Context: an optimization exercise on an open-source flow, tuned for small area, a short achievable clock period and few clock cycles. The choices shown serve that exercise and are no tape-out recipe.
In this exercise RTL edits were held to simulation tests only and were not proved equivalent to the original.
Power is estimated from default activity; no workload was simulated.

## divider
module divider
	# (parameter SIZE = 32)
   (input clk,
	input start,
	input reset,
	input [SIZE - 1:0] divisor, dividend,
	output reg error, done,
	output [SIZE - 1:0] quotient, remainder
	);
Size in the first run: about 970 cells after synthesis, roughly 120 flip-flops, about 0.0079 mm² of cells after synthesis.
==> flow/config.mk <==
export PLATFORM = sky130hd
export DESIGN_NAME = divider
export DESIGN_NICKNAME = divider
export VERILOG_FILES = /design/flow/design.v
export SDC_FILE = /design/flow/constraint.sdc
export NUM_CORES = 4
export LEC_CHECK = 0
export CAP_MARGIN = 20
export CORE_MARGIN = 2
export CORE_UTILIZATION = 40
export CTS_BUF_LIST = sky130_fd_sc_hd__clkbuf_8
export CTS_CLUSTER_DIAMETER = 100
export CTS_CLUSTER_SIZE = 40
export PLACE_DENSITY = 0.6
export SLEW_MARGIN = 20
==> flow/constraint.sdc <==
create_clock -name core_clock -period 4.0 [get_ports {clk}]
set_input_delay 0.8000 -clock core_clock [delete_from_list [all_inputs] [get_ports {clk}]]
set_output_delay 0.8000 -clock core_clock [all_outputs]
set_load 0.01 [all_outputs]
standard.sh (not shown) runs the stock make flow with config.mk's settings and CLKGATE_MAP_FILE= SYNTH_SCRIPT=/design/flow/synth_recipe.tcl, a recipe that flattens the netlist after the stock synthesis.
==> flow/flow/run.sh <==
#!/bin/bash
set -euo pipefail
export BUFFER_PORTS_ARGS="-buffer_cell sky130_fd_sc_hd__buf_1"
bash standard.sh > standard.log 2>&1
The baseline ran to the end with no violations.
Testbench counts at the start, summed over its fixed seeds: cycles 13,020.
Next try:
--- a/flow/flow/run.sh
+++ b/flow/flow/run.sh
@@ -3,0 +4 @@
+export CTS_ARGS="-sink_clustering_enable -repair_clock_nets -buf_list sky130_fd_sc_hd__clkbuf_8 -dont_use_dummy_load"
--- a/flow/config.mk
+++ b/flow/config.mk
@@ -12,2 +11,0 @@
-export CTS_CLUSTER_DIAMETER = 100
-export CTS_CLUSTER_SIZE = 40
@@ -14,0 +13 @@
+export SETUP_SLACK_MARGIN = 1.6
@@ -15,0 +15 @@
+export TNS_END_PERCENT = 0
Result:
- The changed run produced a clean layout
- cell count is higher by 0.95%
- synthesized area is unchanged
- worst hold slack got worse by 0.016 ns
- setup slack improved by 0.44 ns
- first-iteration DRC count is lower by 15%
Next try:
==> flow/flow/run.sh (replaced) <==
#!/bin/bash
set -euo pipefail
export BUFFER_PORTS_ARGS="-buffer_cell sky130_fd_sc_hd__buf_1"
bash standard.sh > standard.log 2>&1
--- a/flow/config.mk
+++ b/flow/config.mk
@@ -13 +13 @@
-export SETUP_SLACK_MARGIN = 1.6
+export SETUP_SLACK_MARGIN = 2.0
What happened: The changed run completed with no timing, DRC or antenna violations; routed wire length is higher by 0.35%; clock-buffer cell count grows by 1; worst setup slack is about the same; combinational power stays flat; sequential share of layout area came out lower by 0.35 points; total power rises by 8.2%; critical path depth rose by 1; sequential power barely changes; cell area rose by 1.3%.
Next try:
--- a/flow/flow/run.sh
+++ b/flow/flow/run.sh
@@ -3,0 +4 @@
+export CTS_ARGS="-sink_clustering_enable -repair_clock_nets -buf_list sky130_fd_sc_hd__clkbuf_8 -dont_use_dummy_load"
--- a/flow/config.mk
+++ b/flow/config.mk
@@ -13 +13 @@
-export SETUP_SLACK_MARGIN = 2.0
+export SETUP_SLACK_MARGIN = 3.0
The new run produced a clean layout.
Clock power decreases by 32%.
Count of clock-buffer cells in the layout came out lower by 1.
Global-route usage barely changes.
Clock skew rose by 0.018 ns.
Die area does not change.
First-iteration DRC count went up by 11%.
Wire length falls by 0.35%.
Worst setup slack stays flat.


Setup of run 1:
Starting RTL as in the previous note.
Design divider, start of the top module:
module divider
	# (parameter SIZE = 32)
   (input clk,
	input start,
	input reset,
	input [SIZE - 1:0] divisor, dividend,
	output reg error, done,
	output [SIZE - 1:0] quotient, remainder
	);
localparam [1:0] IDLE = 2'd0, NORM = 2'd1, ITER = 2'd2;
reg [1:0] state;
reg [SIZE-1:0] r, q, d;
reg [4:0] cnt;
reg [4:0] lz_d, lz_r;     
function [4:0] lzc;      
	input [SIZE-1:0] x;
	integer i;
	begin
		lzc = 5'd0;
		for (i = 0; i < SIZE; i = i + 1)
			if (x[i]) lzc = SIZE - 1 - i;
	end
endfunction
function [SIZE-1:0] smear;
	input [SIZE-1:0] x;
	integer i;
	begin
		smear = x;
		for (i = 1; i < SIZE; i = i * 2)
			smear = smear | (smear >> i);
	end
endfunction
wire [4:0] n = lz_d - lz_r;    
wire       dvsr_zero = (divisor == 0);
wire       q_zero = dvsr_zero | (|(divisor & ~smear(dividend)));
function [SIZE:0] sub_ks;      
	input [SIZE-1:0] a, b;
	reg [SIZE:0] g, p;
	integer k, s;
	begin
		g = {a & ~b, 1'b1};        
		p = {~(a ^ b), 1'b0};
		for (s = 1; s <= SIZE; s = s * 2)
			for (k = SIZE; k >= s; k = k - 1) begin
				g[k] = g[k] | (p[k] & g[k-s]);
				p[k] = p[k] & p[k-s];
			end
		sub_ks = {g[SIZE], ~(a ^ b) ^ g[SIZE-1:0]};
	end
endfunction
wire [SIZE:0] sres = sub_ks(r, d);
wire [SIZE-1:0] diff = sres[SIZE-1:0];
wire          ge = sres[SIZE];
assign quotient  = q;
assign remainder = r;
always @(posedge clk) begin
	if (reset) begin
		state <= IDLE;
		done  <= 1'b0;
		error <= 1'b0;
	end else begin
		done  <= 1'b0;
		error <= 1'b0;
		case (state)
			IDLE:
				if (start) begin
					done  <= q_zero;
					error <= dvsr_zero;
					if (!q_zero) state <= NORM;
				end
			NORM:
				state <= ITER;
			ITER:
				if (cnt == 0) begin
					state <= IDLE;
					done  <= 1'b1;
				end
			default:
				state <= IDLE;
		endcase
	end
end
wire idle = (state == IDLE);
wire take = ge & (state == ITER);
always @(posedge clk)
	r <= ({SIZE{idle}} & dividend) | ({SIZE{take}} & diff) | ({SIZE{~idle & ~take}} & r);
always @(posedge clk) begin
	lz_d <= lzc(divisor);
	lz_r <= lzc(dividend);
end
always @(posedge clk)
  ...
Settings: LEC_CHECK=0, CAP_MARGIN=20, CORE_MARGIN=2, CORE_UTILIZATION=40, CTS_BUF_LIST=sky130_fd_sc_hd__clkbuf_8, PLACE_DENSITY=0.6, SETUP_SLACK_MARGIN=2.0, SLEW_MARGIN=20, TNS_END_PERCENT=0; clock period 4.0 ns.
==> flow/flow/run.sh <==
#!/bin/bash
set -euo pipefail
export BUFFER_PORTS_ARGS="-buffer_cell sky130_fd_sc_hd__buf_1"
export CTS_ARGS="-sink_clustering_enable -repair_clock_nets -sink_clustering_size 30 -sink_clustering_max_diameter 200 -buf_list sky130_fd_sc_hd__clkbuf_8 -root_buf sky130_fd_sc_hd__clkbuf_8"
bash standard.sh > standard.log 2>&1
Run 1 closes out successfully: all stages finished, all timing, DRC and antenna checks passed.
Testbench counts of run 1, summed over its fixed seeds: cycles 13,020.
> inputs changed (run 1 -> run 2)
# run 1
export LEC_CHECK = 0
export CAP_MARGIN = 20
export CORE_MARGIN = 2
export CORE_UTILIZATION = 40
export CTS_BUF_LIST = sky130_fd_sc_hd__clkbuf_8
export PLACE_DENSITY = 0.6
export SETUP_SLACK_MARGIN = 2.0
export SLEW_MARGIN = 20
export TNS_END_PERCENT = 0
create_clock -name core_clock -period 4.0 [get_ports {clk}]
# run 2
export LEC_CHECK = 0
export CAP_MARGIN = 20
export CELL_PAD_IN_SITES_DETAIL_PLACEMENT = 0
export CELL_PAD_IN_SITES_GLOBAL_PLACEMENT = 0
export CORE_MARGIN = 2
export CORE_UTILIZATION = 40
export CTS_BUF_LIST = sky130_fd_sc_hd__clkbuf_8
export PLACE_DENSITY = 0.6
export SETUP_SLACK_MARGIN = 2.0
export SLEW_MARGIN = 20
export TNS_END_PERCENT = 0
create_clock -name core_clock -period 4.0 [get_ports {clk}]
==> flow/flow/run.sh <==
#!/bin/bash
set -euo pipefail
export BUFFER_PORTS_ARGS="-buffer_cell sky130_fd_sc_hd__buf_1"
bash standard.sh > standard.log 2>&1
Findings:
Delta (run 2 minus run 1): number of global-route vias before repair held; number of fillers in the final layout shows no meaningful change; clock latency reported for the late side of the worst-skew pair ~0 delta; cell area power density ~0 delta.
From run 1 to run 2, flip-flop and latch count did not move at all.
Diff run 2..run 1 | least setup slack across all paths after layout | unchanged
Diff run 1..run 2 | synthesized instance count | unchanged
Run 2 vs. run 1: area growth from synthesis to layout essentially unchanged; upper clock frequency limit essentially unchanged; share of power burned in registers essentially unchanged.
Input-level comparison between run 3 and run 2:
# run 2
export LEC_CHECK = 0
export CAP_MARGIN = 20
export CELL_PAD_IN_SITES_DETAIL_PLACEMENT = 0
export CELL_PAD_IN_SITES_GLOBAL_PLACEMENT = 0
export CORE_MARGIN = 2
export CORE_UTILIZATION = 40
export CTS_BUF_LIST = sky130_fd_sc_hd__clkbuf_8
export PLACE_DENSITY = 0.6
export SETUP_SLACK_MARGIN = 2.0
export SLEW_MARGIN = 20
export TNS_END_PERCENT = 0
create_clock -name core_clock -period 4.0 [get_ports {clk}]
# run 3
export LEC_CHECK = 0
export CAP_MARGIN = 20
export CORE_MARGIN = 2
export CORE_UTILIZATION = 65
export PLACE_DENSITY = 0.8
export SLEW_MARGIN = 20
create_clock -name core_clock -period 4.0 [get_ports {clk}]
--- outcome ---
Compared run 3 vs run 2, and power is up in run 3.
Taking run 2 as the reference, in run 3 number of signal-net buffers in the layout -20, length of routed wiring on met1 has decreased, final area lower, hold slack rose by 0.0032 ns.
Between run 2 and run 3, the flow reports routed wire length decreasing by a little under 10%.
The layout overhead on the synthesized area in run 3 was lower than what run 2 gave.
Compared with run 2, in run 3 area fraction of clock buffers and clock inverters shows an increase of 3.0 points, met1 demand-to-capacity share in global routing increased 17 points, pin count of the biggest net entering global routing went up by 3.
[inputs] run 4 vs run 3
# run 3
export LEC_CHECK = 0
export CAP_MARGIN = 20
export CORE_MARGIN = 2
export CORE_UTILIZATION = 65
export PLACE_DENSITY = 0.8
export SLEW_MARGIN = 20
create_clock -name core_clock -period 4.0 [get_ports {clk}]
# run 4
export LEC_CHECK = 0
export CAP_MARGIN = 20
export CORE_MARGIN = 2
export CORE_UTILIZATION = 40
export PLACE_DENSITY = 0.6
export SETUP_SLACK_MARGIN = 1.2
export SLEW_MARGIN = 20
create_clock -name core_clock -period 4.0 [get_ports {clk}]
### Flow results
Run 4 did not stop at any stage, and its layout met the timing, design-rule and antenna checks. Compared run 4 against run 3; hold slack within noise. Looking at start point of the critical path, the d[18] result is from run 4; the lz_d[0] one comes from run 3. The higher wire length came out of run 4. Diff run 3 -> run 4: wire length of the first global-routing pass rose by 3000 um, detail-routed via count per cell fell by about 8%.

## port drivers added, routing unchanged
In the flow no input, the clock included, has a driving cell. The finished layouts below were timed again as built, in two steps. Step 1 sets driving cells, clkbuf_16 on the clock port and buf_2 on the other inputs (assumed; they add their load-dependent delay and slew). Step 2 adds t to the input delays and takes it off the output delays; t is the mean of the earliest and latest rising clock arrival at the registers after step 1. Input paths then give back, and output paths get back, about the clock's delay inside the block. a / b / c = ideal / step 1 / step 2; a / b = the first two.
| run | t, ns | setup WS [ns] | clock arrival spread, ns | worst data-port slew with drivers (ns) |
|---|---|---|---|---|
| the first run of note 1 | 0.485 | 0.719 / 0.719 / 0.690 | 0.014 / 0.015 | 0.08 |
| the second run of note 1 | 0.496 | 1.162 / 1.162 / 0.849 | 0.034 / 0.034 | 0.07 |
| the third run of note 1 | 0.516 | 1.165 / 1.165 / 0.863 | 0.015 / 0.016 | 0.07 |
| the fourth run of note 1 | 0.496 | 1.162 / 1.162 / 0.849 | 0.034 / 0.034 | 0.07 |
| run 1 | 0.516 | 1.165 / 1.165 / 0.863 | 0.015 / 0.016 | 0.07 |
| run 2 | 0.516 | 1.165 / 1.165 / 0.863 | 0.015 / 0.016 | 0.07 |
| run 3 | 0.460 | 0.603 / 0.603 / 0.603 | 0.009 / 0.009 | 0.06 |
| run 4 | 0.471 | 1.158 / 1.158 / 0.949 | 0.008 / 0.007 | 0.08 |
After both steps every run listed still meets setup and hold.
